From an optimization exercise on the open Yosys and OpenROAD flow, aimed at small area; shortcuts taken in it are not production practice. No run shown here included a check of the RTL's function; only the layout flow was run. Power is estimated from default activity; no workload was simulated.

==> flow/design.v, too long to show whole: its modules and the start of the top module <==
// module pipelined_complex_mult: 745 lines
// module cm_fa: 4 lines
// module cm_ha: 4 lines
// module cm_han: 4 lines
module pipelined_complex_mult (
    input clk,                    
    input rst,                    
    input signed [7:0] a,         
    input signed [7:0] b,         
    input signed [7:0] c,         
    input signed [7:0] d,         
    output reg signed [16:0] real_out,  
    output reg signed [16:0] imag_out   
);
  // ...
==> flow/run.sh <==
#!/bin/bash
# synth_recipe.tcl (not shown) runs the flow's synth.tcl, then flattens the netlist and writes it again
# the make line also repeats each setting of config.mk as NAME=value (left out here)
make -C /OpenROAD-flow-scripts/flow DESIGN_CONFIG=/design/flow/config.mk WORK_HOME=/design/flow/orfs CLKGATE_MAP_FILE= SYNTH_SCRIPT=/design/flow/synth_recipe.tcl finish
==> flow/config.mk <==
export PLATFORM = sky130hd
export DESIGN_NAME = pipelined_complex_mult
export DESIGN_NICKNAME = pipelined_complex_mult
export VERILOG_FILES = /design/flow/design.v
export SDC_FILE = /design/flow/constraint.sdc
export NUM_CORES = 4
export LEC_CHECK = 0
export CAP_MARGIN = 20
export CORE_MARGIN = 2
export CORE_UTILIZATION = 40
export SLEW_MARGIN = 20
export SYNTH_HIERARCHICAL = 1
==> flow/constraint.sdc <==
create_clock -name core_clock -period 5.0 [get_ports {clk}]
set_input_delay 1.0000 -clock core_clock [delete_from_list [all_inputs] [get_ports {clk}]]
set_output_delay 1.0000 -clock core_clock [all_outputs]
set_load 0.01 [all_outputs]
==> flow_metrics.tcl, run 1 <==
set metrics [dict create \
    synth_most_common_cell "fa_1" \
    grt_pass1_vias 7130 \
    status "timing/DRC/antenna clean" \
    start_util 0.4063 \
    dp_hpwl_mm 17.71 \
    grt.total_usage 0.1835 \
    combPwrFrac 0.694 \
    ant_nets 0 \
    area_delta_synth_final_pct 23.61 \
    drt-met1-wl_mm 9.888 \
    ys_top_cells_by_count "fa_1 (197), nand2_1 (170), and2_1 (111)" \
    vias 6692 \
    nonClkBufAreaFrac 0.1119 \
    preCtsSetupSlack_ns -0.1570 \
    antenna_found_initial 0 \
    p_sw_frac 0.4049 \
    synth_edf_count 0 \
    top_power_group "combinational cells" \
    cp.depth 16 \
    muxShareOfSynthArea 0 \
    cpLargestDelayFamily "adder cells" \
    finalPower_mw 8.465 \
    cp_slowest_stage_delay_ns 0.57 \
    fin_area_sq_um 12650 \
    max-slew-margin-rel 0.4868 \
    wl_met3_mm 1.010 \
    comb-power_mw 5.88 \
    hold_path_end "d2[0]" \
    yosys.area.top_type "fa_1" \
    setup-tns-final_ns 0 \
]
==> run 2: changes to the inputs <==
==> flow/design.v (replaced) <==
`timescale 1ns / 1ps
module pipelined_complex_mult (
    input clk,                    
    input rst,                    
    input signed [7:0] a,         
    input signed [7:0] b,         
    input signed [7:0] c,         
    input signed [7:0] d,         
    output reg signed [16:0] real_out,  
    output reg signed [16:0] imag_out   
);
reg [7:0] a1, b1, c1, d1, a2, b2, c2, d2, c3, d3;
reg [7:0] a3, b3;
reg v1, v2;
always @(posedge clk, posedge rst)
begin
    if (rst) begin
        v1 <= 1'b0;
        v2 <= 1'b0;
        a3 <= 8'd0;
        b3 <= 8'd0;
    end else begin
        v1 <= 1'b1;
        v2 <= v1;
        a3 <= a2 & {8{v2}};
        b3 <= b2 & {8{v2}};
    end
end
always @(posedge clk)
begin
    a1 <= a; b1 <= b; c1 <= c; d1 <= d;
    a2 <= a1; b2 <= b1; c2 <= c1; d2 <= d1;
    c3 <= c2; d3 <= d2;
end
wire re_p1 = ~(a3[0] & c3[0]);
wire re_p2 = ~(a3[0] & c3[1]);
wire re_p3 = ~(a3[0] & c3[2]);
wire re_p4 = ~(a3[0] & c3[3]);
wire re_p5 = ~(a3[0] & c3[4]);
wire re_p6 = ~(a3[0] & c3[5]);
wire re_p7 = ~(a3[0] & c3[6]);
wire re_p8 = (a3[0] & c3[7]);
wire re_p9 = ~(a3[1] & c3[0]);
wire re_p10 = ~(a3[1] & c3[1]);
wire re_p11 = ~(a3[1] & c3[2]);
wire re_p12 = ~(a3[1] & c3[3]);
wire re_p13 = ~(a3[1] & c3[4]);
wire re_p14 = ~(a3[1] & c3[5]);
wire re_p15 = ~(a3[1] & c3[6]);
wire re_p16 = (a3[1] & c3[7]);
wire re_p17 = ~(a3[2] & c3[0]);
wire re_p18 = ~(a3[2] & c3[1]);
wire re_p19 = ~(a3[2] & c3[2]);
wire re_p20 = ~(a3[2] & c3[3]);
wire re_p21 = ~(a3[2] & c3[4]);
wire re_p22 = ~(a3[2] & c3[5]);
wire re_p23 = ~(a3[2] & c3[6]);
wire re_p24 = (a3[2] & c3[7]);
wire re_p25 = ~(a3[3] & c3[0]);
wire re_p26 = ~(a3[3] & c3[1]);
wire re_p27 = ~(a3[3] & c3[2]);
wire re_p28 = ~(a3[3] & c3[3]);
wire re_p29 = ~(a3[3] & c3[4]);
wire re_p30 = ~(a3[3] & c3[5]);
wire re_p31 = ~(a3[3] & c3[6]);
wire re_p32 = (a3[3] & c3[7]);
wire re_p33 = ~(a3[4] & c3[0]);
wire re_p34 = ~(a3[4] & c3[1]);
wire re_p35 = ~(a3[4] & c3[2]);
wire re_p36 = ~(a3[4] & c3[3]);
wire re_p37 = ~(a3[4] & c3[4]);
wire re_p38 = ~(a3[4] & c3[5]);
wire re_p39 = ~(a3[4] & c3[6]);
wire re_p40 = (a3[4] & c3[7]);
wire re_p41 = ~(a3[5] & c3[0]);
wire re_p42 = ~(a3[5] & c3[1]);
wire re_p43 = ~(a3[5] & c3[2]);
wire re_p44 = ~(a3[5] & c3[3]);
wire re_p45 = ~(a3[5] & c3[4]);
wire re_p46 = ~(a3[5] & c3[5]);
wire re_p47 = ~(a3[5] & c3[6]);
wire re_p48 = (a3[5] & c3[7]);
wire re_p49 = ~(a3[6] & c3[0]);
wire re_p50 = ~(a3[6] & c3[1]);
wire re_p51 = ~(a3[6] & c3[2]);
wire re_p52 = ~(a3[6] & c3[3]);
wire re_p53 = ~(a3[6] & c3[4]);
wire re_p54 = ~(a3[6] & c3[5]);
wire re_p55 = ~(a3[6] & c3[6]);
wire re_p56 = (a3[6] & c3[7]);
wire re_p57 = (a3[7] & c3[0]);
wire re_p58 = (a3[7] & c3[1]);
wire re_p59 = (a3[7] & c3[2]);
wire re_p60 = (a3[7] & c3[3]);
wire re_p61 = (a3[7] & c3[4]);
wire re_p62 = (a3[7] & c3[5]);
wire re_p63 = (a3[7] & c3[6]);
wire re_p64 = ~(a3[7] & c3[7]);
wire re_p65 = (b3[0] & d3[0]);
wire re_p66 = (b3[0] & d3[1]);
wire re_p67 = (b3[0] & d3[2]);
wire re_p68 = (b3[0] & d3[3]);
wire re_p69 = (b3[0] & d3[4]);
wire re_p70 = (b3[0] & d3[5]);
wire re_p71 = (b3[0] & d3[6]);
wire re_p72 = ~(b3[0] & d3[7]);
wire re_p73 = (b3[1] & d3[0]);
wire re_p74 = (b3[1] & d3[1]);
wire re_p75 = (b3[1] & d3[2]);
wire re_p76 = (b3[1] & d3[3]);
wire re_p77 = (b3[1] & d3[4]);
wire re_p78 = (b3[1] & d3[5]);
wire re_p79 = (b3[1] & d3[6]);
wire re_p80 = ~(b3[1] & d3[7]);
wire re_p81 = (b3[2] & d3[0]);
wire re_p82 = (b3[2] & d3[1]);
wire re_p83 = (b3[2] & d3[2]);
wire re_p84 = (b3[2] & d3[3]);
wire re_p85 = (b3[2] & d3[4]);
wire re_p86 = (b3[2] & d3[5]);
wire re_p87 = (b3[2] & d3[6]);
wire re_p88 = ~(b3[2] & d3[7]);
wire re_p89 = (b3[3] & d3[0]);
wire re_p90 = (b3[3] & d3[1]);
wire re_p91 = (b3[3] & d3[2]);
wire re_p92 = (b3[3] & d3[3]);
wire re_p93 = (b3[3] & d3[4]);
wire re_p94 = (b3[3] & d3[5]);
wire re_p95 = (b3[3] & d3[6]);
wire re_p96 = ~(b3[3] & d3[7]);
wire re_p97 = (b3[4] & d3[0]);
wire re_p98 = (b3[4] & d3[1]);
wire re_p99 = (b3[4] & d3[2]);
wire re_p100 = (b3[4] & d3[3]);
wire re_p101 = (b3[4] & d3[4]);
wire re_p102 = (b3[4] & d3[5]);
wire re_p103 = (b3[4] & d3[6]);
wire re_p104 = ~(b3[4] & d3[7]);
wire re_p105 = (b3[5] & d3[0]);
wire re_p106 = (b3[5] & d3[1]);
wire re_p107 = (b3[5] & d3[2]);
wire re_p108 = (b3[5] & d3[3]);
wire re_p109 = (b3[5] & d3[4]);
wire re_p110 = (b3[5] & d3[5]);
wire re_p111 = (b3[5] & d3[6]);
wire re_p112 = ~(b3[5] & d3[7]);
wire re_p113 = (b3[6] & d3[0]);
wire re_p114 = (b3[6] & d3[1]);
wire re_p115 = (b3[6] & d3[2]);
wire re_p116 = (b3[6] & d3[3]);
wire re_p117 = (b3[6] & d3[4]);
wire re_p118 = (b3[6] & d3[5]);
wire re_p119 = (b3[6] & d3[6]);
wire re_p120 = ~(b3[6] & d3[7]);
wire re_p121 = ~(b3[7] & d3[0]);
wire re_p122 = ~(b3[7] & d3[1]);
wire re_p123 = ~(b3[7] & d3[2]);
wire re_p124 = ~(b3[7] & d3[3]);
wire re_p125 = ~(b3[7] & d3[4]);
wire re_p126 = ~(b3[7] & d3[5]);
wire re_p127 = ~(b3[7] & d3[6]);
wire re_p128 = (b3[7] & d3[7]);
wire re_s129, re_c130;
cm_ha u_re_s129 (.x(re_p7), .y(re_p14), .s(re_s129), .c(re_c130));
wire re_s131, re_c132;
cm_ha u_re_s131 (.x(re_p8), .y(re_p15), .s(re_s131), .c(re_c132));
wire re_s133, re_c134;
cm_fa u_re_s133 (.x(re_p22), .y(re_p29), .z(re_p36), .s(re_s133), .c(re_c134));
wire re_s135, re_c136;
cm_xnor u_re_s135 (.x(re_p43), .y(re_p50), .s(re_s135));
cm_or u_re_c136 (.x(re_p43), .y(re_p50), .c(re_c136));
wire re_s137, re_c138;
cm_ha u_re_s137 (.x(re_p16), .y(re_p23), .s(re_s137), .c(re_c138));
wire re_s139, re_c140;
cm_fa u_re_s139 (.x(re_p30), .y(re_p37), .z(re_p44), .s(re_s139), .c(re_c140));
wire re_s141, re_c142;
cm_xnor u_re_s141 (.x(re_p51), .y(re_p58), .s(re_s141));
cm_or u_re_c142 (.x(re_p51), .y(re_p58), .c(re_c142));
wire re_s143, re_c144;
cm_fa u_re_s143 (.x(re_p24), .y(re_p31), .z(re_p38), .s(re_s143), .c(re_c144));
wire re_s145, re_c146;
cm_ha u_re_s145 (.x(re_p5), .y(re_p12), .s(re_s145), .c(re_c146));
wire re_s147, re_c148;
cm_ha u_re_s147 (.x(re_p6), .y(re_p13), .s(re_s147), .c(re_c148));
wire re_s149, re_c150;
cm_fa u_re_s149 (.x(re_p20), .y(re_p27), .z(re_p34), .s(re_s149), .c(re_c150));
wire re_s151, re_c152;
cm_xnor u_re_s151 (.x(re_p41), .y(re_p70), .s(re_s151));
cm_or u_re_c152 (.x(re_p41), .y(re_p70), .c(re_c152));
wire re_s153, re_c154;
cm_fa u_re_s153 (.x(re_p21), .y(re_p28), .z(re_p35), .s(re_s153), .c(re_c154));
wire re_s155, re_c156;
cm_fa u_re_s155 (.x(re_p42), .y(re_p49), .z(re_p71), .s(re_s155), .c(re_c156));
wire re_s157, re_c158;
cm_fa u_re_s157 (.x(re_p78), .y(re_p85), .z(re_p92), .s(re_s157), .c(re_c158));
wire re_s159, re_c160;
cm_xnor u_re_s159 (.x(re_p99), .y(re_p106), .s(re_s159));
cm_or u_re_c160 (.x(re_p99), .y(re_p106), .c(re_c160));
wire re_s161, re_c162;
cm_fa u_re_s161 (.x(re_p57), .y(re_p72), .z(re_p79), .s(re_s161), .c(re_c162));
wire re_s163, re_c164;
cm_fa u_re_s163 (.x(re_p86), .y(re_p93), .z(re_p100), .s(re_s163), .c(re_c164));
wire re_s165, re_c166;
cm_fa u_re_s165 (.x(re_p107), .y(re_p114), .z(re_p121), .s(re_s165), .c(re_c166));
wire re_s167, re_c168;
cm_fa u_re_s167 (.x(re_s135), .y(re_c130), .z(re_s131), .s(re_s167), .c(re_c168));
wire re_s169, re_c170;
cm_fa u_re_s169 (.x(re_p80), .y(re_p87), .z(re_p94), .s(re_s169), .c(re_c170));
wire re_s171, re_c172;
cm_fa u_re_s171 (.x(re_p101), .y(re_p108), .z(re_p115), .s(re_s171), .c(re_c172));
wire re_s173, re_c174;
cm_fa u_re_s173 (.x(re_p122), .y(re_s141), .z(re_c132), .s(re_s173), .c(re_c174));
wire re_s175, re_c176;
cm_fa u_re_s175 (.x(re_c136), .y(re_s137), .z(re_c134), .s(re_s175), .c(re_c176));
wire re_s177, re_c178;
cm_fa u_re_s177 (.x(re_p45), .y(re_p52), .z(re_p59), .s(re_s177), .c(re_c178));
wire re_s179, re_c180;
cm_fa u_re_s179 (.x(re_p88), .y(re_p95), .z(re_p102), .s(re_s179), .c(re_c180));
wire re_s181, re_c182;
cm_fa u_re_s181 (.x(re_p109), .y(re_p116), .z(re_p123), .s(re_s181), .c(re_c182));
wire re_s183, re_c184;
cm_fa u_re_s183 (.x(re_c138), .y(re_c142), .z(re_c140), .s(re_s183), .c(re_c184));
wire re_s185, re_c186;
cm_fa u_re_s185 (.x(re_p32), .y(re_p39), .z(re_p46), .s(re_s185), .c(re_c186));
wire re_s187, re_c188;
cm_fa u_re_s187 (.x(re_p53), .y(re_p60), .z(re_p96), .s(re_s187), .c(re_c188));
wire re_s189, re_c190;
cm_fa u_re_s189 (.x(re_p103), .y(re_p110), .z(re_p117), .s(re_s189), .c(re_c190));
wire re_s191, re_c192;
cm_fa u_re_s191 (.x(re_p40), .y(re_p47), .z(re_p54), .s(re_s191), .c(re_c192));
wire n193 = ~re_p3;
wire re_s194, re_c195;
cm_ha u_re_s194 (.x(re_p4), .y(re_p11), .s(re_s194), .c(re_c195));
wire re_s196, re_c197;
cm_fa u_re_s196 (.x(re_p18), .y(re_p25), .z(re_p68), .s(re_s196), .c(re_c197));
wire re_s198, re_c199;
cm_fa u_re_s198 (.x(re_p19), .y(re_p26), .z(re_p33), .s(re_s198), .c(re_c199));
wire re_s200, re_c201;
cm_fa u_re_s200 (.x(re_p69), .y(re_p76), .z(re_p83), .s(re_s200), .c(re_c201));
wire re_s202, re_c203;
cm_xnor u_re_s202 (.x(re_p90), .y(re_p97), .s(re_s202));
cm_or u_re_c203 (.x(re_p90), .y(re_p97), .c(re_c203));
wire re_s204, re_c205;
cm_fa u_re_s204 (.x(re_p77), .y(re_p84), .z(re_p91), .s(re_s204), .c(re_c205));
wire re_s206, re_c207;
cm_fa u_re_s206 (.x(re_p98), .y(re_p105), .z(re_s151), .s(re_s206), .c(re_c207));
wire re_s208, re_c209;
cm_fa u_re_s208 (.x(re_c146), .y(re_s147), .z(re_s149), .s(re_s208), .c(re_c209));
wire re_s210, re_c211;
cm_fa u_re_s210 (.x(re_p113), .y(re_s159), .z(re_c148), .s(re_s210), .c(re_c211));
wire re_s212, re_c213;
cm_fa u_re_s212 (.x(re_c152), .y(re_s129), .z(re_c150), .s(re_s212), .c(re_c213));
wire re_s214, re_c215;
cm_fa u_re_s214 (.x(re_s153), .y(re_s155), .z(re_s157), .s(re_s214), .c(re_c215));
wire re_s216, re_c217;
cm_fa u_re_s216 (.x(re_c160), .y(re_c154), .z(re_c156), .s(re_s216), .c(re_c217));
wire re_s218, re_c219;
cm_fa u_re_s218 (.x(re_c158), .y(re_s161), .z(re_s163), .s(re_s218), .c(re_c219));
wire re_s220, re_c221;
cm_fa u_re_s220 (.x(re_s165), .y(re_s133), .z(re_s167), .s(re_s220), .c(re_c221));
wire re_s222, re_c223;
cm_fa u_re_s222 (.x(re_c162), .y(re_c164), .z(re_c166), .s(re_s222), .c(re_c223));
wire re_s224, re_c225;
cm_fa u_re_s224 (.x(re_s169), .y(re_s171), .z(re_s139), .s(re_s224), .c(re_c225));
wire re_s226, re_c227;
cm_fa u_re_s226 (.x(re_c168), .y(re_s173), .z(re_s175), .s(re_s226), .c(re_c227));
wire re_s228, re_c229;
cm_fa u_re_s228 (.x(re_c170), .y(re_c172), .z(re_s177), .s(re_s228), .c(re_c229));
wire re_s230, re_c231;
cm_fa u_re_s230 (.x(re_s179), .y(re_s181), .z(re_s143), .s(re_s230), .c(re_c231));
wire re_s232, re_c233;
cm_fa u_re_s232 (.x(re_c174), .y(re_c176), .z(re_s183), .s(re_s232), .c(re_c233));
wire re_s234, re_c235;
cm_fa u_re_s234 (.x(re_p124), .y(re_c178), .z(re_c180), .s(re_s234), .c(re_c235));
wire re_s236, re_c237;
cm_fa u_re_s236 (.x(re_c182), .y(re_c144), .z(re_s185), .s(re_s236), .c(re_c237));
wire re_s238, re_c239;
cm_fa u_re_s238 (.x(re_s187), .y(re_s189), .z(re_c184), .s(re_s238), .c(re_c239));
wire re_s240, re_c241;
cm_fa u_re_s240 (.x(re_p61), .y(re_p104), .z(re_p111), .s(re_s240), .c(re_c241));
wire re_s242, re_c243;
cm_fa u_re_s242 (.x(re_p118), .y(re_p125), .z(re_c186), .s(re_s242), .c(re_c243));
wire re_s244, re_c245;
cm_fa u_re_s244 (.x(re_c188), .y(re_c190), .z(re_s191), .s(re_s244), .c(re_c245));
wire re_s246, re_c247;
cm_fa u_re_s246 (.x(re_p48), .y(re_p55), .z(re_p62), .s(re_s246), .c(re_c247));
wire re_s248, re_c249;
cm_fa u_re_s248 (.x(re_p112), .y(re_p119), .z(re_p126), .s(re_s248), .c(re_c249));
wire n250 = ~re_p2;
wire re_s251, re_c252;
cm_fa u_re_s251 (.x(re_p10), .y(re_p17), .z(re_p67), .s(re_s251), .c(re_c252));
wire re_s253, re_c254;
cm_xnor u_re_s253 (.x(re_p74), .y(re_p81), .s(re_s253));
cm_or u_re_c254 (.x(re_p74), .y(re_p81), .c(re_c254));
wire re_s255, re_c256;
cm_fa u_re_s255 (.x(re_p3), .y(re_p75), .z(re_p82), .s(re_s255), .c(re_c256));
wire re_s257, re_c258;
cm_fa u_re_s257 (.x(re_p89), .y(re_s194), .z(re_s196), .s(re_s257), .c(re_c258));
wire re_s259, re_c260;
cm_fa u_re_s259 (.x(re_s202), .y(re_c195), .z(re_s145), .s(re_s259), .c(re_c260));
wire re_s261, re_c262;
cm_fa u_re_s261 (.x(re_c197), .y(re_s198), .z(re_s200), .s(re_s261), .c(re_c262));
wire re_s263, re_c264;
cm_fa u_re_s263 (.x(re_c203), .y(re_c199), .z(re_c201), .s(re_s263), .c(re_c264));
wire re_s265, re_c266;
cm_fa u_re_s265 (.x(re_s204), .y(re_s206), .z(re_s208), .s(re_s265), .c(re_c266));
wire re_s267, re_c268;
cm_fa u_re_s267 (.x(re_c205), .y(re_c207), .z(re_s210), .s(re_s267), .c(re_c268));
wire re_s269, re_c270;
cm_fa u_re_s269 (.x(re_c209), .y(re_s212), .z(re_s214), .s(re_s269), .c(re_c270));
wire re_s271, re_c272;
cm_fa u_re_s271 (.x(re_c211), .y(re_c213), .z(re_c215), .s(re_s271), .c(re_c272));
wire re_s273, re_c274;
cm_fa u_re_s273 (.x(re_s216), .y(re_s218), .z(re_s220), .s(re_s273), .c(re_c274));
wire re_s275, re_c276;
cm_fa u_re_s275 (.x(re_c217), .y(re_c219), .z(re_s222), .s(re_s275), .c(re_c276));
wire re_s277, re_c278;
cm_fa u_re_s277 (.x(re_s224), .y(re_c221), .z(re_s226), .s(re_s277), .c(re_c278));
wire re_s279, re_c280;
cm_fa u_re_s279 (.x(re_c223), .y(re_c225), .z(re_s228), .s(re_s279), .c(re_c280));
wire re_s281, re_c282;
cm_fa u_re_s281 (.x(re_s230), .y(re_c227), .z(re_s232), .s(re_s281), .c(re_c282));
wire re_s283, re_c284;
cm_fa u_re_s283 (.x(re_c229), .y(re_c231), .z(re_s234), .s(re_s283), .c(re_c284));
wire re_s285, re_c286;
cm_fa u_re_s285 (.x(re_s236), .y(re_c233), .z(re_s238), .s(re_s285), .c(re_c286));
wire re_s287, re_c288;
cm_fa u_re_s287 (.x(re_s240), .y(re_c235), .z(re_c237), .s(re_s287), .c(re_c288));
wire re_s289, re_c290;
cm_fa u_re_s289 (.x(re_s242), .y(re_s244), .z(re_c239), .s(re_s289), .c(re_c290));
wire re_s291, re_c292;
cm_fa u_re_s291 (.x(re_c241), .y(re_c192), .z(re_s246), .s(re_s291), .c(re_c292));
wire re_s293, re_c294;
cm_fa u_re_s293 (.x(re_s248), .y(re_c243), .z(re_c245), .s(re_s293), .c(re_c294));
wire re_s295, re_c296;
cm_fa u_re_s295 (.x(re_p56), .y(re_p63), .z(re_p120), .s(re_s295), .c(re_c296));
wire re_s297, re_c298;
cm_fa u_re_s297 (.x(re_p127), .y(re_c247), .z(re_c249), .s(re_s297), .c(re_c298));
wire re_s299, re_c300;
cm_xnor u_re_s299 (.x(re_p9), .y(re_p66), .s(re_s299));
cm_or u_re_c300 (.x(re_p9), .y(re_p66), .c(re_c300));
wire re_s301, re_c302;
cm_fa u_re_s301 (.x(re_p2), .y(n193), .z(re_s253), .s(re_s301), .c(re_c302));
wire re_s303, re_c304;
cm_fa u_re_s303 (.x(re_c254), .y(re_c252), .z(re_s255), .s(re_s303), .c(re_c304));
wire re_s305, re_c306;
cm_fa u_re_s305 (.x(re_c256), .y(re_s259), .z(re_c258), .s(re_s305), .c(re_c306));
wire re_s307, re_c308;
cm_fa u_re_s307 (.x(re_c260), .y(re_c262), .z(re_s263), .s(re_s307), .c(re_c308));
wire re_s309, re_c310;
cm_fa u_re_s309 (.x(re_c264), .y(re_s267), .z(re_c266), .s(re_s309), .c(re_c310));
wire re_s311, re_c312;
cm_fa u_re_s311 (.x(re_c268), .y(re_c270), .z(re_s271), .s(re_s311), .c(re_c312));
wire re_s313, re_c314;
cm_fa u_re_s313 (.x(re_c272), .y(re_s275), .z(re_c274), .s(re_s313), .c(re_c314));
wire re_s315, re_c316;
cm_fa u_re_s315 (.x(re_c276), .y(re_s279), .z(re_c278), .s(re_s315), .c(re_c316));
wire re_s317, re_c318;
cm_fa u_re_s317 (.x(re_c280), .y(re_s283), .z(re_c282), .s(re_s317), .c(re_c318));
wire re_s319, re_c320;
cm_fa u_re_s319 (.x(re_c284), .y(re_s287), .z(re_c286), .s(re_s319), .c(re_c320));
wire re_s321, re_c322;
cm_fa u_re_s321 (.x(re_s291), .y(re_c288), .z(re_s293), .s(re_s321), .c(re_c322));
wire re_s323, re_c324;
cm_fa u_re_s323 (.x(re_s295), .y(re_c292), .z(re_s297), .s(re_s323), .c(re_c324));
wire re_s325, re_c326;
cm_fa u_re_s325 (.x(re_p64), .y(re_p128), .z(re_c296), .s(re_s325), .c(re_c326));
wire n327 = ~re_p1;
wire re_s328, re_c329;
cm_fa u_re_s328 (.x(re_p73), .y(n250), .z(re_s299), .s(re_s328), .c(re_c329));
wire re_s330, re_c331;
cm_fa u_re_s330 (.x(re_c300), .y(re_s251), .z(re_s301), .s(re_s330), .c(re_c331));
wire re_s332, re_c333;
cm_fa u_re_s332 (.x(re_c302), .y(re_s303), .z(re_s257), .s(re_s332), .c(re_c333));
wire re_s334, re_c335;
cm_fa u_re_s334 (.x(re_c304), .y(re_s261), .z(re_s305), .s(re_s334), .c(re_c335));
wire re_s336, re_c337;
cm_fa u_re_s336 (.x(re_c306), .y(re_s307), .z(re_s265), .s(re_s336), .c(re_c337));
wire re_s338, re_c339;
cm_fa u_re_s338 (.x(re_c308), .y(re_s269), .z(re_s309), .s(re_s338), .c(re_c339));
wire re_s340, re_c341;
cm_fa u_re_s340 (.x(re_c310), .y(re_s273), .z(re_s311), .s(re_s340), .c(re_c341));
wire re_s342, re_c343;
cm_fa u_re_s342 (.x(re_c312), .y(re_s277), .z(re_s313), .s(re_s342), .c(re_c343));
wire re_s344, re_c345;
cm_fa u_re_s344 (.x(re_s281), .y(re_c314), .z(re_s315), .s(re_s344), .c(re_c345));
wire re_s346, re_c347;
cm_fa u_re_s346 (.x(re_s285), .y(re_c316), .z(re_s317), .s(re_s346), .c(re_c347));
wire re_s348, re_c349;
cm_fa u_re_s348 (.x(re_s289), .y(re_c318), .z(re_s319), .s(re_s348), .c(re_c349));
wire re_s350, re_c351;
cm_fa u_re_s350 (.x(re_c290), .y(re_s321), .z(re_c320), .s(re_s350), .c(re_c351));
wire re_s352, re_c353;
cm_fa u_re_s352 (.x(re_c294), .y(re_s323), .z(re_c322), .s(re_s352), .c(re_c353));
wire re_s354, re_c355;
cm_fa u_re_s354 (.x(re_c298), .y(re_s325), .z(re_c324), .s(re_s354), .c(re_c355));
wire re_s356, re_c357;
cm_xnor u_re_s356 (.x(n327), .y(re_p65), .s(re_s356));
cm_or u_re_c357 (.x(n327), .y(re_p65), .c(re_c357));
wire n358 = ~re_s356;
wire re_s359, re_c360;
cm_fa u_re_s359 (.x(re_p1), .y(re_s328), .z(re_c357), .s(re_s359), .c(re_c360));
wire n361 = ~re_s359;
wire re_s362, re_c363;
cm_fa u_re_s362 (.x(re_c329), .y(re_s330), .z(re_c360), .s(re_s362), .c(re_c363));
wire n364 = ~re_s362;
wire re_s365, re_c366;
cm_fa u_re_s365 (.x(re_c331), .y(re_s332), .z(re_c363), .s(re_s365), .c(re_c366));
wire n367 = ~re_s365;
wire re_s368, re_c369;
cm_fa u_re_s368 (.x(re_c333), .y(re_s334), .z(re_c366), .s(re_s368), .c(re_c369));
wire n370 = ~re_s368;
wire re_s371, re_c372;
cm_fa u_re_s371 (.x(re_c335), .y(re_s336), .z(re_c369), .s(re_s371), .c(re_c372));
wire n373 = ~re_s371;
wire re_s374, re_c375;
cm_fa u_re_s374 (.x(re_c337), .y(re_s338), .z(re_c372), .s(re_s374), .c(re_c375));
wire n376 = ~re_s374;
wire re_s377, re_c378;
cm_fa u_re_s377 (.x(re_c339), .y(re_s340), .z(re_c375), .s(re_s377), .c(re_c378));
wire n379 = ~re_s377;
wire re_hp380, re_hg381;
cm_ha u_re_hp380 (.x(re_c341), .y(re_s342), .s(re_hp380), .c(re_hg381));
wire re_hp382, re_hg383;
cm_ha u_re_hp382 (.x(re_c343), .y(re_s344), .s(re_hp382), .c(re_hg383));
wire re_hp384, re_hg385;
cm_ha u_re_hp384 (.x(re_c345), .y(re_s346), .s(re_hp384), .c(re_hg385));
wire re_hp386, re_hg387;
cm_ha u_re_hp386 (.x(re_c347), .y(re_s348), .s(re_hp386), .c(re_hg387));
wire re_hp388, re_hg389;
cm_ha u_re_hp388 (.x(re_c349), .y(re_s350), .s(re_hp388), .c(re_hg389));
wire re_hp390, re_hg391;
cm_ha u_re_hp390 (.x(re_c351), .y(re_s352), .s(re_hp390), .c(re_hg391));
wire re_hp392, re_hg393;
cm_ha u_re_hp392 (.x(re_c353), .y(re_s354), .s(re_hp392), .c(re_hg393));
wire re_hp394, re_hg395;
cm_ha u_re_hp394 (.x(re_c355), .y(re_c326), .s(re_hp394), .c(re_hg395));
wire re_g396;
cm_ao u_re_g396 (.a(re_hp380), .b(re_c378), .c(re_hg381), .y(re_g396));
wire re_g397;
cm_ao u_re_g397 (.a(re_hp384), .b(re_hg383), .c(re_hg385), .y(re_g397));
wire re_pp398;
cm_and u_re_pp398 (.a(re_hp384), .b(re_hp382), .y(re_pp398));
wire re_g399;
cm_ao u_re_g399 (.a(re_hp388), .b(re_hg387), .c(re_hg389), .y(re_g399));
wire re_pp400;
cm_and u_re_pp400 (.a(re_hp388), .b(re_hp386), .y(re_pp400));
wire re_g401;
cm_ao u_re_g401 (.a(re_hp392), .b(re_hg391), .c(re_hg393), .y(re_g401));
wire re_pp402;
cm_and u_re_pp402 (.a(re_hp392), .b(re_hp390), .y(re_pp402));
wire re_g403;
cm_ao u_re_g403 (.a(re_hp382), .b(re_g396), .c(re_hg383), .y(re_g403));
wire re_g404;
cm_ao u_re_g404 (.a(re_pp398), .b(re_g396), .c(re_g397), .y(re_g404));
wire re_g405;
cm_ao u_re_g405 (.a(re_hp390), .b(re_g399), .c(re_hg391), .y(re_g405));
wire re_pp406;
cm_and u_re_pp406 (.a(re_hp390), .b(re_pp400), .y(re_pp406));
wire re_g407;
cm_ao u_re_g407 (.a(re_pp402), .b(re_g399), .c(re_g401), .y(re_g407));
wire re_pp408;
cm_and u_re_pp408 (.a(re_pp402), .b(re_pp400), .y(re_pp408));
wire re_g409;
cm_ao u_re_g409 (.a(re_hp386), .b(re_g404), .c(re_hg387), .y(re_g409));
wire re_g410;
cm_ao u_re_g410 (.a(re_pp400), .b(re_g404), .c(re_g399), .y(re_g410));
wire re_g411;
cm_ao u_re_g411 (.a(re_pp406), .b(re_g404), .c(re_g405), .y(re_g411));
wire re_g412;
cm_ao u_re_g412 (.a(re_pp408), .b(re_g404), .c(re_g407), .y(re_g412));
wire re_g413;
cm_ao u_re_g413 (.a(re_hp394), .b(re_g412), .c(re_hg395), .y(re_g413));
wire re_x414;
cm_xnor u_re_x414 (.x(re_hp380), .y(re_c378), .s(re_x414));
wire re_x415;
cm_xnor u_re_x415 (.x(re_hp382), .y(re_g396), .s(re_x415));
wire re_x416;
cm_xnor u_re_x416 (.x(re_hp384), .y(re_g403), .s(re_x416));
wire re_x417;
cm_xnor u_re_x417 (.x(re_hp386), .y(re_g404), .s(re_x417));
wire re_x418;
cm_xnor u_re_x418 (.x(re_hp388), .y(re_g409), .s(re_x418));
wire re_x419;
cm_xnor u_re_x419 (.x(re_hp390), .y(re_g410), .s(re_x419));
wire re_x420;
cm_xnor u_re_x420 (.x(re_hp392), .y(re_g411), .s(re_x420));
wire re_x421;
cm_xnor u_re_x421 (.x(re_hp394), .y(re_g412), .s(re_x421));
wire [16:0] re_sum = {re_g413, re_x421, re_x420, re_x419, re_x418, re_x417, re_x416, re_x415, re_x414, n379, n376, n373, n370, n367, n364, n361, n358};
wire im_p422 = ~(a3[0] & d3[0]);
wire im_p423 = ~(a3[0] & d3[1]);
wire im_p424 = ~(a3[0] & d3[2]);
wire im_p425 = ~(a3[0] & d3[3]);
wire im_p426 = ~(a3[0] & d3[4]);
wire im_p427 = ~(a3[0] & d3[5]);
wire im_p428 = ~(a3[0] & d3[6]);
wire im_p429 = (a3[0] & d3[7]);
wire im_p430 = ~(a3[1] & d3[0]);
wire im_p431 = ~(a3[1] & d3[1]);
wire im_p432 = ~(a3[1] & d3[2]);
wire im_p433 = ~(a3[1] & d3[3]);
wire im_p434 = ~(a3[1] & d3[4]);
wire im_p435 = ~(a3[1] & d3[5]);
wire im_p436 = ~(a3[1] & d3[6]);
wire im_p437 = (a3[1] & d3[7]);
wire im_p438 = ~(a3[2] & d3[0]);
wire im_p439 = ~(a3[2] & d3[1]);
wire im_p440 = ~(a3[2] & d3[2]);
wire im_p441 = ~(a3[2] & d3[3]);
wire im_p442 = ~(a3[2] & d3[4]);
wire im_p443 = ~(a3[2] & d3[5]);
wire im_p444 = ~(a3[2] & d3[6]);
wire im_p445 = (a3[2] & d3[7]);
wire im_p446 = ~(a3[3] & d3[0]);
wire im_p447 = ~(a3[3] & d3[1]);
wire im_p448 = ~(a3[3] & d3[2]);
wire im_p449 = ~(a3[3] & d3[3]);
wire im_p450 = ~(a3[3] & d3[4]);
wire im_p451 = ~(a3[3] & d3[5]);
wire im_p452 = ~(a3[3] & d3[6]);
wire im_p453 = (a3[3] & d3[7]);
wire im_p454 = ~(a3[4] & d3[0]);
wire im_p455 = ~(a3[4] & d3[1]);
wire im_p456 = ~(a3[4] & d3[2]);
wire im_p457 = ~(a3[4] & d3[3]);
wire im_p458 = ~(a3[4] & d3[4]);
wire im_p459 = ~(a3[4] & d3[5]);
wire im_p460 = ~(a3[4] & d3[6]);
wire im_p461 = (a3[4] & d3[7]);
wire im_p462 = ~(a3[5] & d3[0]);
wire im_p463 = ~(a3[5] & d3[1]);
wire im_p464 = ~(a3[5] & d3[2]);
wire im_p465 = ~(a3[5] & d3[3]);
wire im_p466 = ~(a3[5] & d3[4]);
wire im_p467 = ~(a3[5] & d3[5]);
wire im_p468 = ~(a3[5] & d3[6]);
wire im_p469 = (a3[5] & d3[7]);
wire im_p470 = ~(a3[6] & d3[0]);
wire im_p471 = ~(a3[6] & d3[1]);
wire im_p472 = ~(a3[6] & d3[2]);
wire im_p473 = ~(a3[6] & d3[3]);
wire im_p474 = ~(a3[6] & d3[4]);
wire im_p475 = ~(a3[6] & d3[5]);
wire im_p476 = ~(a3[6] & d3[6]);
wire im_p477 = (a3[6] & d3[7]);
wire im_p478 = (a3[7] & d3[0]);
wire im_p479 = (a3[7] & d3[1]);
wire im_p480 = (a3[7] & d3[2]);
wire im_p481 = (a3[7] & d3[3]);
wire im_p482 = (a3[7] & d3[4]);
wire im_p483 = (a3[7] & d3[5]);
wire im_p484 = (a3[7] & d3[6]);
wire im_p485 = ~(a3[7] & d3[7]);
wire im_p486 = ~(b3[0] & c3[0]);
wire im_p487 = ~(b3[0] & c3[1]);
wire im_p488 = ~(b3[0] & c3[2]);
wire im_p489 = ~(b3[0] & c3[3]);
wire im_p490 = ~(b3[0] & c3[4]);
wire im_p491 = ~(b3[0] & c3[5]);
wire im_p492 = ~(b3[0] & c3[6]);
wire im_p493 = (b3[0] & c3[7]);
wire im_p494 = ~(b3[1] & c3[0]);
wire im_p495 = ~(b3[1] & c3[1]);
wire im_p496 = ~(b3[1] & c3[2]);
wire im_p497 = ~(b3[1] & c3[3]);
wire im_p498 = ~(b3[1] & c3[4]);
wire im_p499 = ~(b3[1] & c3[5]);
wire im_p500 = ~(b3[1] & c3[6]);
wire im_p501 = (b3[1] & c3[7]);
wire im_p502 = ~(b3[2] & c3[0]);
wire im_p503 = ~(b3[2] & c3[1]);
wire im_p504 = ~(b3[2] & c3[2]);
wire im_p505 = ~(b3[2] & c3[3]);
wire im_p506 = ~(b3[2] & c3[4]);
wire im_p507 = ~(b3[2] & c3[5]);
wire im_p508 = ~(b3[2] & c3[6]);
wire im_p509 = (b3[2] & c3[7]);
wire im_p510 = ~(b3[3] & c3[0]);
wire im_p511 = ~(b3[3] & c3[1]);
wire im_p512 = ~(b3[3] & c3[2]);
wire im_p513 = ~(b3[3] & c3[3]);
wire im_p514 = ~(b3[3] & c3[4]);
wire im_p515 = ~(b3[3] & c3[5]);
wire im_p516 = ~(b3[3] & c3[6]);
wire im_p517 = (b3[3] & c3[7]);
wire im_p518 = ~(b3[4] & c3[0]);
wire im_p519 = ~(b3[4] & c3[1]);
wire im_p520 = ~(b3[4] & c3[2]);
wire im_p521 = ~(b3[4] & c3[3]);
wire im_p522 = ~(b3[4] & c3[4]);
wire im_p523 = ~(b3[4] & c3[5]);
wire im_p524 = ~(b3[4] & c3[6]);
wire im_p525 = (b3[4] & c3[7]);
wire im_p526 = ~(b3[5] & c3[0]);
wire im_p527 = ~(b3[5] & c3[1]);
wire im_p528 = ~(b3[5] & c3[2]);
wire im_p529 = ~(b3[5] & c3[3]);
wire im_p530 = ~(b3[5] & c3[4]);
wire im_p531 = ~(b3[5] & c3[5]);
wire im_p532 = ~(b3[5] & c3[6]);
wire im_p533 = (b3[5] & c3[7]);
wire im_p534 = ~(b3[6] & c3[0]);
wire im_p535 = ~(b3[6] & c3[1]);
wire im_p536 = ~(b3[6] & c3[2]);
wire im_p537 = ~(b3[6] & c3[3]);
wire im_p538 = ~(b3[6] & c3[4]);
wire im_p539 = ~(b3[6] & c3[5]);
wire im_p540 = ~(b3[6] & c3[6]);
wire im_p541 = (b3[6] & c3[7]);
wire im_p542 = (b3[7] & c3[0]);
wire im_p543 = (b3[7] & c3[1]);
wire im_p544 = (b3[7] & c3[2]);
wire im_p545 = (b3[7] & c3[3]);
wire im_p546 = (b3[7] & c3[4]);
wire im_p547 = (b3[7] & c3[5]);
wire im_p548 = (b3[7] & c3[6]);
wire im_p549 = ~(b3[7] & c3[7]);
wire im_s550, im_c551;
cm_xnor u_im_s550 (.x(im_p428), .y(im_p435), .s(im_s550));
cm_or u_im_c551 (.x(im_p428), .y(im_p435), .c(im_c551));
wire im_s552, im_c553;
cm_fa u_im_s552 (.x(im_p429), .y(im_p436), .z(im_p443), .s(im_s552), .c(im_c553));
wire im_s554, im_c555;
cm_fa u_im_s554 (.x(im_p450), .y(im_p457), .z(im_p464), .s(im_s554), .c(im_c555));
wire im_s556, im_c557;
cm_fa u_im_s556 (.x(im_p437), .y(im_p444), .z(im_p451), .s(im_s556), .c(im_c557));
wire im_s558, im_c559;
cm_xnor u_im_s558 (.x(im_p458), .y(im_p465), .s(im_s558));
cm_or u_im_c559 (.x(im_p458), .y(im_p465), .c(im_c559));
wire im_s560, im_c561;
cm_ha u_im_s560 (.x(im_p445), .y(im_p452), .s(im_s560), .c(im_c561));
wire im_s562, im_c563;
cm_xnor u_im_s562 (.x(im_p426), .y(im_p433), .s(im_s562));
cm_or u_im_c563 (.x(im_p426), .y(im_p433), .c(im_c563));
wire im_s564, im_c565;
cm_fa u_im_s564 (.x(im_p427), .y(im_p434), .z(im_p441), .s(im_s564), .c(im_c565));
wire im_s566, im_c567;
cm_fa u_im_s566 (.x(im_p448), .y(im_p455), .z(im_p462), .s(im_s566), .c(im_c567));
wire im_s568, im_c569;
cm_fa u_im_s568 (.x(im_p442), .y(im_p449), .z(im_p456), .s(im_s568), .c(im_c569));
wire im_s570, im_c571;
cm_fa u_im_s570 (.x(im_p463), .y(im_p470), .z(im_p492), .s(im_s570), .c(im_c571));
wire im_s572, im_c573;
cm_fa u_im_s572 (.x(im_p499), .y(im_p506), .z(im_p513), .s(im_s572), .c(im_c573));
wire im_s574, im_c575;
cm_fa u_im_s574 (.x(im_p471), .y(im_p478), .z(im_p493), .s(im_s574), .c(im_c575));
wire im_s576, im_c577;
cm_fa u_im_s576 (.x(im_p500), .y(im_p507), .z(im_p514), .s(im_s576), .c(im_c577));
wire im_s578, im_c579;
cm_fa u_im_s578 (.x(im_p521), .y(im_p528), .z(im_p535), .s(im_s578), .c(im_c579));
wire im_s580, im_c581;
cm_xnor u_im_s580 (.x(im_p542), .y(im_c551), .s(im_s580));
cm_or u_im_c581 (.x(im_p542), .y(im_c551), .c(im_c581));
wire im_s582, im_c583;
cm_fa u_im_s582 (.x(im_p472), .y(im_p479), .z(im_p501), .s(im_s582), .c(im_c583));
wire im_s584, im_c585;
cm_fa u_im_s584 (.x(im_p508), .y(im_p515), .z(im_p522), .s(im_s584), .c(im_c585));
wire im_s586, im_c587;
cm_fa u_im_s586 (.x(im_p529), .y(im_p536), .z(im_p543), .s(im_s586), .c(im_c587));
wire im_s588, im_c589;
cm_fa u_im_s588 (.x(im_s558), .y(im_c553), .z(im_c555), .s(im_s588), .c(im_c589));
wire im_s590, im_c591;
cm_fa u_im_s590 (.x(im_p459), .y(im_p466), .z(im_p473), .s(im_s590), .c(im_c591));
wire im_s592, im_c593;
cm_fa u_im_s592 (.x(im_p480), .y(im_p509), .z(im_p516), .s(im_s592), .c(im_c593));
wire im_s594, im_c595;
cm_fa u_im_s594 (.x(im_p523), .y(im_p530), .z(im_p537), .s(im_s594), .c(im_c595));
wire im_s596, im_c597;
cm_fa u_im_s596 (.x(im_p544), .y(im_c559), .z(im_s560), .s(im_s596), .c(im_c597));
wire im_s598, im_c599;
cm_fa u_im_s598 (.x(im_p453), .y(im_p460), .z(im_p467), .s(im_s598), .c(im_c599));
wire im_s600, im_c601;
cm_fa u_im_s600 (.x(im_p474), .y(im_p481), .z(im_p517), .s(im_s600), .c(im_c601));
wire im_s602, im_c603;
cm_fa u_im_s602 (.x(im_p524), .y(im_p531), .z(im_p538), .s(im_s602), .c(im_c603));
wire im_s604, im_c605;
cm_fa u_im_s604 (.x(im_p461), .y(im_p468), .z(im_p475), .s(im_s604), .c(im_c605));
wire im_s606, im_c607;
cm_fa u_im_s606 (.x(im_p425), .y(im_p432), .z(im_p439), .s(im_s606), .c(im_c607));
wire im_s608, im_c609;
cm_fa u_im_s608 (.x(im_p440), .y(im_p447), .z(im_p454), .s(im_s608), .c(im_c609));
wire im_s610, im_c611;
cm_fa u_im_s610 (.x(im_p490), .y(im_p497), .z(im_p504), .s(im_s610), .c(im_c611));
wire im_s612, im_c613;
cm_fa u_im_s612 (.x(im_p491), .y(im_p498), .z(im_p505), .s(im_s612), .c(im_c613));
wire im_s614, im_c615;
cm_fa u_im_s614 (.x(im_p512), .y(im_p519), .z(im_p526), .s(im_s614), .c(im_c615));
wire im_s616, im_c617;
cm_xnor u_im_s616 (.x(im_c563), .y(im_s564), .s(im_s616));
cm_or u_im_c617 (.x(im_c563), .y(im_s564), .c(im_c617));
wire im_s618, im_c619;
cm_fa u_im_s618 (.x(im_p520), .y(im_p527), .z(im_p534), .s(im_s618), .c(im_c619));
wire im_s620, im_c621;
cm_fa u_im_s620 (.x(im_s550), .y(im_c565), .z(im_c567), .s(im_s620), .c(im_c621));
wire im_s622, im_c623;
cm_fa u_im_s622 (.x(im_s568), .y(im_s570), .z(im_s572), .s(im_s622), .c(im_c623));
wire im_s624, im_c625;
cm_fa u_im_s624 (.x(im_c569), .y(im_c571), .z(im_c573), .s(im_s624), .c(im_c625));
wire im_s626, im_c627;
cm_fa u_im_s626 (.x(im_s580), .y(im_s574), .z(im_s576), .s(im_s626), .c(im_c627));
wire im_s628, im_c629;
cm_fa u_im_s628 (.x(im_s578), .y(im_s552), .z(im_s554), .s(im_s628), .c(im_c629));
wire im_s630, im_c631;
cm_fa u_im_s630 (.x(im_c575), .y(im_c577), .z(im_c579), .s(im_s630), .c(im_c631));
wire im_s632, im_c633;
cm_fa u_im_s632 (.x(im_c581), .y(im_s582), .z(im_s584), .s(im_s632), .c(im_c633));
wire im_s634, im_c635;
cm_fa u_im_s634 (.x(im_s586), .y(im_s556), .z(im_s588), .s(im_s634), .c(im_c635));
wire im_s636, im_c637;
cm_fa u_im_s636 (.x(im_c583), .y(im_c585), .z(im_c587), .s(im_s636), .c(im_c637));
wire im_s638, im_c639;
cm_fa u_im_s638 (.x(im_c557), .y(im_s590), .z(im_s592), .s(im_s638), .c(im_c639));
wire im_s640, im_c641;
cm_fa u_im_s640 (.x(im_s594), .y(im_s596), .z(im_c589), .s(im_s640), .c(im_c641));
wire im_s642, im_c643;
cm_fa u_im_s642 (.x(im_p545), .y(im_c561), .z(im_c591), .s(im_s642), .c(im_c643));
wire im_s644, im_c645;
cm_fa u_im_s644 (.x(im_c593), .y(im_c595), .z(im_s598), .s(im_s644), .c(im_c645));
wire im_s646, im_c647;
cm_fa u_im_s646 (.x(im_s600), .y(im_s602), .z(im_c597), .s(im_s646), .c(im_c647));
wire im_s648, im_c649;
cm_fa u_im_s648 (.x(im_p482), .y(im_p525), .z(im_p532), .s(im_s648), .c(im_c649));
wire im_s650, im_c651;
cm_fa u_im_s650 (.x(im_p539), .y(im_p546), .z(im_c599), .s(im_s650), .c(im_c651));
wire im_s652, im_c653;
cm_fa u_im_s652 (.x(im_c601), .y(im_c603), .z(im_s604), .s(im_s652), .c(im_c653));
wire im_s654, im_c655;
cm_fa u_im_s654 (.x(im_p469), .y(im_p476), .z(im_p483), .s(im_s654), .c(im_c655));
wire im_s656, im_c657;
cm_fa u_im_s656 (.x(im_p533), .y(im_p540), .z(im_p547), .s(im_s656), .c(im_c657));
wire im_s658, im_c659;
cm_fa u_im_s658 (.x(im_p424), .y(im_p431), .z(im_p438), .s(im_s658), .c(im_c659));
wire im_s660, im_c661;
cm_fa u_im_s660 (.x(im_p446), .y(im_p489), .z(im_p496), .s(im_s660), .c(im_c661));
wire im_s662, im_c663;
cm_xnor u_im_s662 (.x(im_p503), .y(im_p510), .s(im_s662));
cm_or u_im_c663 (.x(im_p503), .y(im_p510), .c(im_c663));
wire im_s664, im_c665;
cm_fa u_im_s664 (.x(im_p511), .y(im_p518), .z(im_s562), .s(im_s664), .c(im_c665));
wire im_s666, im_c667;
cm_fa u_im_s666 (.x(im_c607), .y(im_s608), .z(im_s610), .s(im_s666), .c(im_c667));
wire im_s668, im_c669;
cm_fa u_im_s668 (.x(im_c609), .y(im_c611), .z(im_s612), .s(im_s668), .c(im_c669));
wire im_s670, im_c671;
cm_fa u_im_s670 (.x(im_s614), .y(im_s566), .z(im_s616), .s(im_s670), .c(im_c671));
wire im_s672, im_c673;
cm_fa u_im_s672 (.x(im_c613), .y(im_c615), .z(im_s618), .s(im_s672), .c(im_c673));
wire im_s674, im_c675;
cm_fa u_im_s674 (.x(im_c617), .y(im_s620), .z(im_s622), .s(im_s674), .c(im_c675));
wire im_s676, im_c677;
cm_fa u_im_s676 (.x(im_c619), .y(im_c621), .z(im_c623), .s(im_s676), .c(im_c677));
wire im_s678, im_c679;
cm_fa u_im_s678 (.x(im_s624), .y(im_s626), .z(im_s628), .s(im_s678), .c(im_c679));
wire im_s680, im_c681;
cm_fa u_im_s680 (.x(im_c625), .y(im_c627), .z(im_c629), .s(im_s680), .c(im_c681));
wire im_s682, im_c683;
cm_fa u_im_s682 (.x(im_s630), .y(im_s632), .z(im_s634), .s(im_s682), .c(im_c683));
wire im_s684, im_c685;
cm_fa u_im_s684 (.x(im_c631), .y(im_c633), .z(im_s636), .s(im_s684), .c(im_c685));
wire im_s686, im_c687;
cm_fa u_im_s686 (.x(im_s638), .y(im_c635), .z(im_s640), .s(im_s686), .c(im_c687));
wire im_s688, im_c689;
cm_fa u_im_s688 (.x(im_c637), .y(im_c639), .z(im_s642), .s(im_s688), .c(im_c689));
wire im_s690, im_c691;
cm_fa u_im_s690 (.x(im_s644), .y(im_c641), .z(im_s646), .s(im_s690), .c(im_c691));
wire im_s692, im_c693;
cm_fa u_im_s692 (.x(im_s648), .y(im_c643), .z(im_c645), .s(im_s692), .c(im_c693));
wire im_s694, im_c695;
cm_fa u_im_s694 (.x(im_s650), .y(im_s652), .z(im_c647), .s(im_s694), .c(im_c695));
wire im_s696, im_c697;
cm_fa u_im_s696 (.x(im_c649), .y(im_c605), .z(im_s654), .s(im_s696), .c(im_c697));
wire im_s698, im_c699;
cm_fa u_im_s698 (.x(im_s656), .y(im_c651), .z(im_c653), .s(im_s698), .c(im_c699));
wire im_s700, im_c701;
cm_fa u_im_s700 (.x(im_p477), .y(im_p484), .z(im_p541), .s(im_s700), .c(im_c701));
wire im_s702, im_c703;
cm_fa u_im_s702 (.x(im_p548), .y(im_c655), .z(im_c657), .s(im_s702), .c(im_c703));
wire im_s704, im_c705;
cm_xnor u_im_s704 (.x(im_p423), .y(im_p430), .s(im_s704));
cm_or u_im_c705 (.x(im_p423), .y(im_p430), .c(im_c705));
wire im_s706, im_c707;
cm_fa u_im_s706 (.x(im_p488), .y(im_p495), .z(im_p502), .s(im_s706), .c(im_c707));
wire im_s708, im_c709;
cm_fa u_im_s708 (.x(im_s662), .y(im_c659), .z(im_s660), .s(im_s708), .c(im_c709));
wire im_s710, im_c711;
cm_fa u_im_s710 (.x(im_c663), .y(im_c661), .z(im_s664), .s(im_s710), .c(im_c711));
wire im_s712, im_c713;
cm_fa u_im_s712 (.x(im_c665), .y(im_c667), .z(im_s668), .s(im_s712), .c(im_c713));
wire im_s714, im_c715;
cm_fa u_im_s714 (.x(im_c669), .y(im_s672), .z(im_c671), .s(im_s714), .c(im_c715));
wire im_s716, im_c717;
cm_fa u_im_s716 (.x(im_c673), .y(im_c675), .z(im_s676), .s(im_s716), .c(im_c717));
wire im_s718, im_c719;
cm_fa u_im_s718 (.x(im_c677), .y(im_c679), .z(im_s680), .s(im_s718), .c(im_c719));
wire im_s720, im_c721;
cm_fa u_im_s720 (.x(im_c681), .y(im_s684), .z(im_c683), .s(im_s720), .c(im_c721));
wire im_s722, im_c723;
cm_fa u_im_s722 (.x(im_c685), .y(im_s688), .z(im_c687), .s(im_s722), .c(im_c723));
wire im_s724, im_c725;
cm_fa u_im_s724 (.x(im_c689), .y(im_s692), .z(im_c691), .s(im_s724), .c(im_c725));
wire im_s726, im_c727;
cm_fa u_im_s726 (.x(im_s696), .y(im_c693), .z(im_s698), .s(im_s726), .c(im_c727));
wire im_s728, im_c729;
cm_fa u_im_s728 (.x(im_s700), .y(im_c697), .z(im_s702), .s(im_s728), .c(im_c729));
wire im_s730, im_c731;
cm_fa u_im_s730 (.x(im_p485), .y(im_p549), .z(im_c701), .s(im_s730), .c(im_c731));
wire im_s732, im_c733;
cm_xnor u_im_s732 (.x(im_p487), .y(im_p494), .s(im_s732));
cm_or u_im_c733 (.x(im_p487), .y(im_p494), .c(im_c733));
wire im_s734, im_c735;
cm_fa u_im_s734 (.x(im_c705), .y(im_s706), .z(im_s658), .s(im_s734), .c(im_c735));
wire im_s736, im_c737;
cm_fa u_im_s736 (.x(im_c707), .y(im_s606), .z(im_s708), .s(im_s736), .c(im_c737));
wire im_s738, im_c739;
cm_fa u_im_s738 (.x(im_c709), .y(im_s666), .z(im_s710), .s(im_s738), .c(im_c739));
wire im_s740, im_c741;
cm_fa u_im_s740 (.x(im_c711), .y(im_s670), .z(im_s712), .s(im_s740), .c(im_c741));
wire im_s742, im_c743;
cm_fa u_im_s742 (.x(im_c713), .y(im_s674), .z(im_s714), .s(im_s742), .c(im_c743));
wire im_s744, im_c745;
cm_fa u_im_s744 (.x(im_c715), .y(im_s678), .z(im_s716), .s(im_s744), .c(im_c745));
wire im_s746, im_c747;
cm_fa u_im_s746 (.x(im_c717), .y(im_s718), .z(im_s682), .s(im_s746), .c(im_c747));
wire im_s748, im_c749;
cm_fa u_im_s748 (.x(im_c719), .y(im_s686), .z(im_s720), .s(im_s748), .c(im_c749));
wire im_s750, im_c751;
cm_fa u_im_s750 (.x(im_s690), .y(im_c721), .z(im_s722), .s(im_s750), .c(im_c751));
wire im_s752, im_c753;
cm_fa u_im_s752 (.x(im_s694), .y(im_c723), .z(im_s724), .s(im_s752), .c(im_c753));
wire im_s754, im_c755;
cm_fa u_im_s754 (.x(im_c695), .y(im_s726), .z(im_c725), .s(im_s754), .c(im_c755));
wire im_s756, im_c757;
cm_fa u_im_s756 (.x(im_c699), .y(im_s728), .z(im_c727), .s(im_s756), .c(im_c757));
wire im_s758, im_c759;
cm_fa u_im_s758 (.x(im_c703), .y(im_s730), .z(im_c729), .s(im_s758), .c(im_c759));
wire im_s760, im_c761;
cm_xnor u_im_s760 (.x(im_p422), .y(im_p486), .s(im_s760));
cm_or u_im_c761 (.x(im_p422), .y(im_p486), .c(im_c761));
wire n762 = ~im_s760;
wire im_s763, im_c764;
cm_fa u_im_s763 (.x(im_s732), .y(im_s704), .z(im_c761), .s(im_s763), .c(im_c764));
wire n765 = ~im_s763;
wire im_s766, im_c767;
cm_fa u_im_s766 (.x(im_c733), .y(im_s734), .z(im_c764), .s(im_s766), .c(im_c767));
wire n768 = ~im_s766;
wire im_s769, im_c770;
cm_fa u_im_s769 (.x(im_c735), .y(im_s736), .z(im_c767), .s(im_s769), .c(im_c770));
wire n771 = ~im_s769;
wire im_s772, im_c773;
cm_fa u_im_s772 (.x(im_c737), .y(im_s738), .z(im_c770), .s(im_s772), .c(im_c773));
wire n774 = ~im_s772;
wire im_s775, im_c776;
cm_fa u_im_s775 (.x(im_c739), .y(im_s740), .z(im_c773), .s(im_s775), .c(im_c776));
wire n777 = ~im_s775;
wire im_s778, im_c779;
cm_fa u_im_s778 (.x(im_c741), .y(im_s742), .z(im_c776), .s(im_s778), .c(im_c779));
wire n780 = ~im_s778;
wire im_s781, im_c782;
cm_fa u_im_s781 (.x(im_c743), .y(im_s744), .z(im_c779), .s(im_s781), .c(im_c782));
wire n783 = ~im_s781;
wire im_hp784, im_hg785;
cm_ha u_im_hp784 (.x(im_c745), .y(im_s746), .s(im_hp784), .c(im_hg785));
wire im_hp786, im_hg787;
cm_ha u_im_hp786 (.x(im_c747), .y(im_s748), .s(im_hp786), .c(im_hg787));
wire im_hp788, im_hg789;
cm_ha u_im_hp788 (.x(im_c749), .y(im_s750), .s(im_hp788), .c(im_hg789));
wire im_hp790, im_hg791;
cm_ha u_im_hp790 (.x(im_c751), .y(im_s752), .s(im_hp790), .c(im_hg791));
wire im_hp792, im_hg793;
cm_ha u_im_hp792 (.x(im_c753), .y(im_s754), .s(im_hp792), .c(im_hg793));
wire im_hp794, im_hg795;
cm_ha u_im_hp794 (.x(im_c755), .y(im_s756), .s(im_hp794), .c(im_hg795));
wire im_hp796, im_hg797;
cm_ha u_im_hp796 (.x(im_c757), .y(im_s758), .s(im_hp796), .c(im_hg797));
wire im_hp798, im_hg799;
cm_ha u_im_hp798 (.x(im_c759), .y(im_c731), .s(im_hp798), .c(im_hg799));
wire im_g800;
cm_ao u_im_g800 (.a(im_hp784), .b(im_c782), .c(im_hg785), .y(im_g800));
wire im_g801;
cm_ao u_im_g801 (.a(im_hp788), .b(im_hg787), .c(im_hg789), .y(im_g801));
wire im_pp802;
cm_and u_im_pp802 (.a(im_hp788), .b(im_hp786), .y(im_pp802));
wire im_g803;
cm_ao u_im_g803 (.a(im_hp792), .b(im_hg791), .c(im_hg793), .y(im_g803));
wire im_pp804;
cm_and u_im_pp804 (.a(im_hp792), .b(im_hp790), .y(im_pp804));
wire im_g805;
cm_ao u_im_g805 (.a(im_hp796), .b(im_hg795), .c(im_hg797), .y(im_g805));
wire im_pp806;
cm_and u_im_pp806 (.a(im_hp796), .b(im_hp794), .y(im_pp806));
wire im_g807;
cm_ao u_im_g807 (.a(im_hp786), .b(im_g800), .c(im_hg787), .y(im_g807));
wire im_g808;
cm_ao u_im_g808 (.a(im_pp802), .b(im_g800), .c(im_g801), .y(im_g808));
wire im_g809;
cm_ao u_im_g809 (.a(im_hp794), .b(im_g803), .c(im_hg795), .y(im_g809));
wire im_pp810;
cm_and u_im_pp810 (.a(im_hp794), .b(im_pp804), .y(im_pp810));
wire im_g811;
cm_ao u_im_g811 (.a(im_pp806), .b(im_g803), .c(im_g805), .y(im_g811));
wire im_pp812;
cm_and u_im_pp812 (.a(im_pp806), .b(im_pp804), .y(im_pp812));
wire im_g813;
cm_ao u_im_g813 (.a(im_hp790), .b(im_g808), .c(im_hg791), .y(im_g813));
wire im_g814;
cm_ao u_im_g814 (.a(im_pp804), .b(im_g808), .c(im_g803), .y(im_g814));
wire im_g815;
cm_ao u_im_g815 (.a(im_pp810), .b(im_g808), .c(im_g809), .y(im_g815));
wire im_g816;
cm_ao u_im_g816 (.a(im_pp812), .b(im_g808), .c(im_g811), .y(im_g816));
wire im_g817;
cm_ao u_im_g817 (.a(im_hp798), .b(im_g816), .c(im_hg799), .y(im_g817));
wire im_x818;
cm_xnor u_im_x818 (.x(im_hp784), .y(im_c782), .s(im_x818));
wire im_x819;
cm_xnor u_im_x819 (.x(im_hp786), .y(im_g800), .s(im_x819));
wire im_x820;
cm_xnor u_im_x820 (.x(im_hp788), .y(im_g807), .s(im_x820));
wire im_x821;
cm_xnor u_im_x821 (.x(im_hp790), .y(im_g808), .s(im_x821));
wire im_x822;
cm_xnor u_im_x822 (.x(im_hp792), .y(im_g813), .s(im_x822));
wire im_x823;
cm_xnor u_im_x823 (.x(im_hp794), .y(im_g814), .s(im_x823));
wire im_x824;
cm_xnor u_im_x824 (.x(im_hp796), .y(im_g815), .s(im_x824));
wire im_x825;
cm_xnor u_im_x825 (.x(im_hp798), .y(im_g816), .s(im_x825));
wire [16:0] im_sum = {im_g817, im_x825, im_x824, im_x823, im_x822, im_x821, im_x820, im_x819, im_x818, n783, n780, n777, n774, n771, n768, n765, n762};
always @(posedge clk, posedge rst)
begin
    if (rst) begin
        real_out <= 17'd0;
        imag_out <= 17'd0;
    end else begin
        real_out <= re_sum;
        imag_out <= im_sum;
    end
end
endmodule
module cm_fa (input x, input y, input z, output s, output c);
assign s = x ^ y ^ z;
assign c = (x & y) | (x & z) | (y & z);
endmodule
module cm_ha (input x, input y, output s, output c);
assign s = x ^ y;
assign c = x & y;
endmodule
module cm_xor (input x, input y, output s);
assign s = x ^ y;
endmodule
module cm_xnor (input x, input y, output s);
assign s = ~(x ^ y);
endmodule
module cm_or (input x, input y, output c);
assign c = x | y;
endmodule
module cm_ao (input a, input b, input c, output y);
assign y = c | (a & b);
endmodule
module cm_and (input a, input b, output y);
assign y = a & b;
endmodule
==> flow/config.mk (replaced) <==
export PLATFORM = sky130hd
export DESIGN_NAME = pipelined_complex_mult
export DESIGN_NICKNAME = pipelined_complex_mult
export VERILOG_FILES = /design/flow/design.v
export SDC_FILE = /design/flow/constraint.sdc
export NUM_CORES = 4
export LEC_CHECK = 0
export CAP_MARGIN = 20
export CORE_MARGIN = 2
export CORE_UTILIZATION = 40
export CTS_BUF_LIST = sky130_fd_sc_hd__clkbuf_8
export GPL_TIMING_DRIVEN = 0
export SLEW_MARGIN = 20
export SYNTH_HIERARCHICAL = 1
==> run 2 against run 1 <==
Net effect: still clean; sequential cell count stayed put; fmax fell by 1.3%; clock skew rose by 0.017 ns; die area down 4.7%; worst setup slack lost 0.065 ns; first-iteration DRC count grew 25%; via count fell by 12%; synthesized area shrank 4.8%; hold slack got worse by 0.026 ns; non-clock buffer count fell by 29; clock power decreased by 16%; utilization decreased by 1.9 points; largest cell class unchanged.
==> flow_metrics.tcl, run 2 <==
set metrics [dict create \
    status "timing/DRC/antenna clean" \
    cp_slowest_stage_delay_ns 0.50 \
    powerDensity_nw_per_um2 525.4 \
    synth_ff_type "dfxtp_1" \
    slew_viol_final 0 \
    grt_pass1_vias 6564 \
    dp_hpwl_mm 15.42 \
    synth_warnings 7 \
    hold_viol_final 0 \
    grt_pass1_wl_mm 34.64 \
    fill_cells 2234 \
    wl_per_cell_um 17.25 \
    grt_overflow 0 \
    yosys.area.top_type "fa_1" \
    clock_sinks 132 \
    synth_cells 777 \
    ys_top_cells_by_count "fa_1 (209), nand2_1 (164), and2_1 (121)" \
    path_max_fanout 7 \
    antenna_found_initial 0 \
    power.leakage_nw 4.572 \
    fp.dieArea_sq_um 25610 \
    max-slew-margin-rel 0.5501 \
    fin_nets 1155 \
    post-route-period-util 0.9891 \
    grt_setup_unrepaired "true" \
    worst_pin_slew_ns 0.6748 \
    portBuffers 67 \
    start_util 0.4040 \
    synth-async-reset-ratio 0.3939 \
    synth_area_leaders "fa_1 (43%), dfxtp_1 (16%), dfrtp_1 (13%)" \
    setup_violations 0 \
    hold_slack_ns 0.2934 \
    layout_common_cells "fa_1 (193), nand2_1 (164), and2_1 (119), dfxtp_1 (67), clkdlybuf4s50_1 (67)" \
    fin_ws_ns 0.05438 \
    fin_skew_ns 0.03168 \
    fin_util 0.4830 \
    first_pass_iters 5 \
    worst_hold_path_type "reg -> reg" \
    synth_area_sq_um 9739 \
    grt_max_degree 53 \
    clkLatencyLatePin_ns 0.47 \
    gp_congestion 0.8574 \
    final_common_cell "fa_1" \
    drive_above_1_share 0.1541 \
    detail_route.vias_per_cell 4.777 \
    ctsHoldBuffers 0 \
    cp_data_required_time_ns 5.34 \
    syn_avg_cell_area_sq_um 12.53 \
    synth_most_common_cell "fa_1" \
    numCtsBuffers 17 \
    finalWirelength_mm 21.15 \
    synth_edf_count 0 \
    synth_top_area_share 0.4296 \
    yosysSeqAreaShare 0.2980 \
    clock_path_buffers 2 \
    synth_cell_types 13 \
    antennaDiodeCount 0 \
    cp-start-kind "flip-flop" \
    rows 57 \
    cp_cell_sequence "buf_6 -> and2_4 -> fa_1 -> fa_2 -> fa_1 -> fa_1 -> fa_2 -> fa_2 -> fa_2 -> fa_2 -> a21o_1 -> a21o_4 -> a21o_1 -> a21o_1" \
    clkTransAtPathRegs_ns 0.11 \
    layout_min_cycle_time_ns 4.946 \
    cap_violations 0 \
    synthesis.nets 1043 \
    cts_tree "done" \
    ios 68 \
    vias 5856 \
    slowest_stage "fa_1" \
    clockRootBuffer "clkbuf_8" \
    area_delta_synth_final_pct 19.54 \
    drc 0 \
    htree_num_levels 4 \
    ir_worst_vdd_mv 0.3599 \
    end_kind "flip-flop" \
    core_sq_um 24110 \
    fp.dieH_um 160.0 \
    arrival_ns 5.29 \
    clock.fmax_mhz 202.2 \
    cp_common_cell "fa_2" \
    grt.total_usage 0.1781 \
    ys_seq_elements 132 \
    reg_top3 "imag_out: 17 flops, real_out: 17 flops" \
    ant_nets 0 \
    fp.dieW_um 160.0 \
    drtIter0Drc 404 \
    crit_type "reg -> reg" \
    preCtsSetupSlack_ns -0.4728 \
]
-- run 2: cell count changes after synthesis, sizes merged, moves of 16 or more --
cell | before | now
clkbuf | 33 | 0
or2 | 1 | 17
buf | 2 | 34
xnor2 | 10 | 33
inv | 74 | 17
ha | 56 | 23
-- run 2: power breakdown --
group	switching, mW	total [mW]	internal [mW]
logic	1.68	3.73	2.05
registers	0.0716	1.37	1.30
clock network	0.492	1.02	0.524
-- run 2: cells by family after synthesis --
kind of cell    synth area share
fa+ha+maj                 0.4591
compound gates           0.02004
xor+xnor                 0.02968
buf+inv                  0.04085
flops                     0.2980
other cells            0.0003850
simple gates              0.1519
-- run 2: what timing repair did --
item	CTS	global route
buffers inserted	20	6
resized for setup	45	14
pin swaps	23	8
setup endpoints to repair	15	11
-- run 2: layout make-up --
class                      count  area [sq um]  share of cell area
buffer                        34         371.6             0.03192
tap                          324         405.4             0.03482
clock buffer                  18         247.7             0.02128
sequential                   132          2955              0.2538
multi-input combinational    594          6539              0.5616
timing repair buffer          93         865.8             0.07437
clock inverter                14         191.4             0.01644
inverter                      17         66.31            0.005696
-- run 2: final timing paths --
path / start / to / slack [ns] / depth (start not counted)
setup / recovery: b3[0] / real_out[16] / 0.05 / 14
min in group asynchronous: rst / real_out[1] / 0.98 / 2
hold reg to reg: c2[4] / c3[4] / 0.29 / 0
hold / removal: c2[4] / c3[4] / 0.29 / 0
max in group asynchronous: rst / a3[2] / 3.50 / 2
setup reg to reg: b3[0] / real_out[16] / 0.05 / 14
-- run 2: metal layers --
metal | up-vias | track usage | share of wire
met5 | - | 0 | 0
met1 | 3063 | 0.2327 | 0.41
met4 | 0 | 0.04791 | 0.014
met2 | 193 | 0.3042 | 0.52
met3 | 29 | 0.03558 | 0.060
li1 | 2571 | - | -
-- run 2: through the flow --
step / power (mW) / setup TNS [ns] / area [sq um] / instances
global route: 6.745 / -0.2309 / 11640 / 1226
floorplan: 4.081 / -0.004279 / 9758 / 777
detailed placement: 4.901 / -4.714 / 10840 / 1168
global placement: 4.848 / -4.363 / 10830 / 1168
CTS: 6.032 / -0.01331 / 11540 / 1220
finish: 6.117 / 0 / 11640 / 1226
-- run 2: per-module statistics from Yosys, one instance, submodules excluded --
module,area (sq um),times used,cells
cm_or,6.256,17,1
pipelined_complex_mult,4614,1,459
cm_fa,20.02,209,1
cm_xnor,8.758,33,1
cm_ha,12.51,23,1
cm_and,6.256,10,1
cm_ao,7.507,26,1
-- run 2: critical path: cells and delay by family, from the launching register on --
| family | cells | cell delay (ns) |
|---|---|---|
| buffers and inverters | 1 | 0.16 |
| AO/OA/AOI/OAI | 4 | 0.82 |
| AND/OR/NAND/NOR | 1 | 0.13 |
| adder cells (fa/ha/maj) | 8 | 3.22 |
| flip-flops | 1 | 0.49 |

Setup slack of run 2, layout unchanged: 0.054 ns with ideal ports, 0.054 ns with driving cells assumed (clock clkbuf_16, inputs buf_2), 0.054 ns with port delays also shifted by the 0.499 ns mid clock arrival.
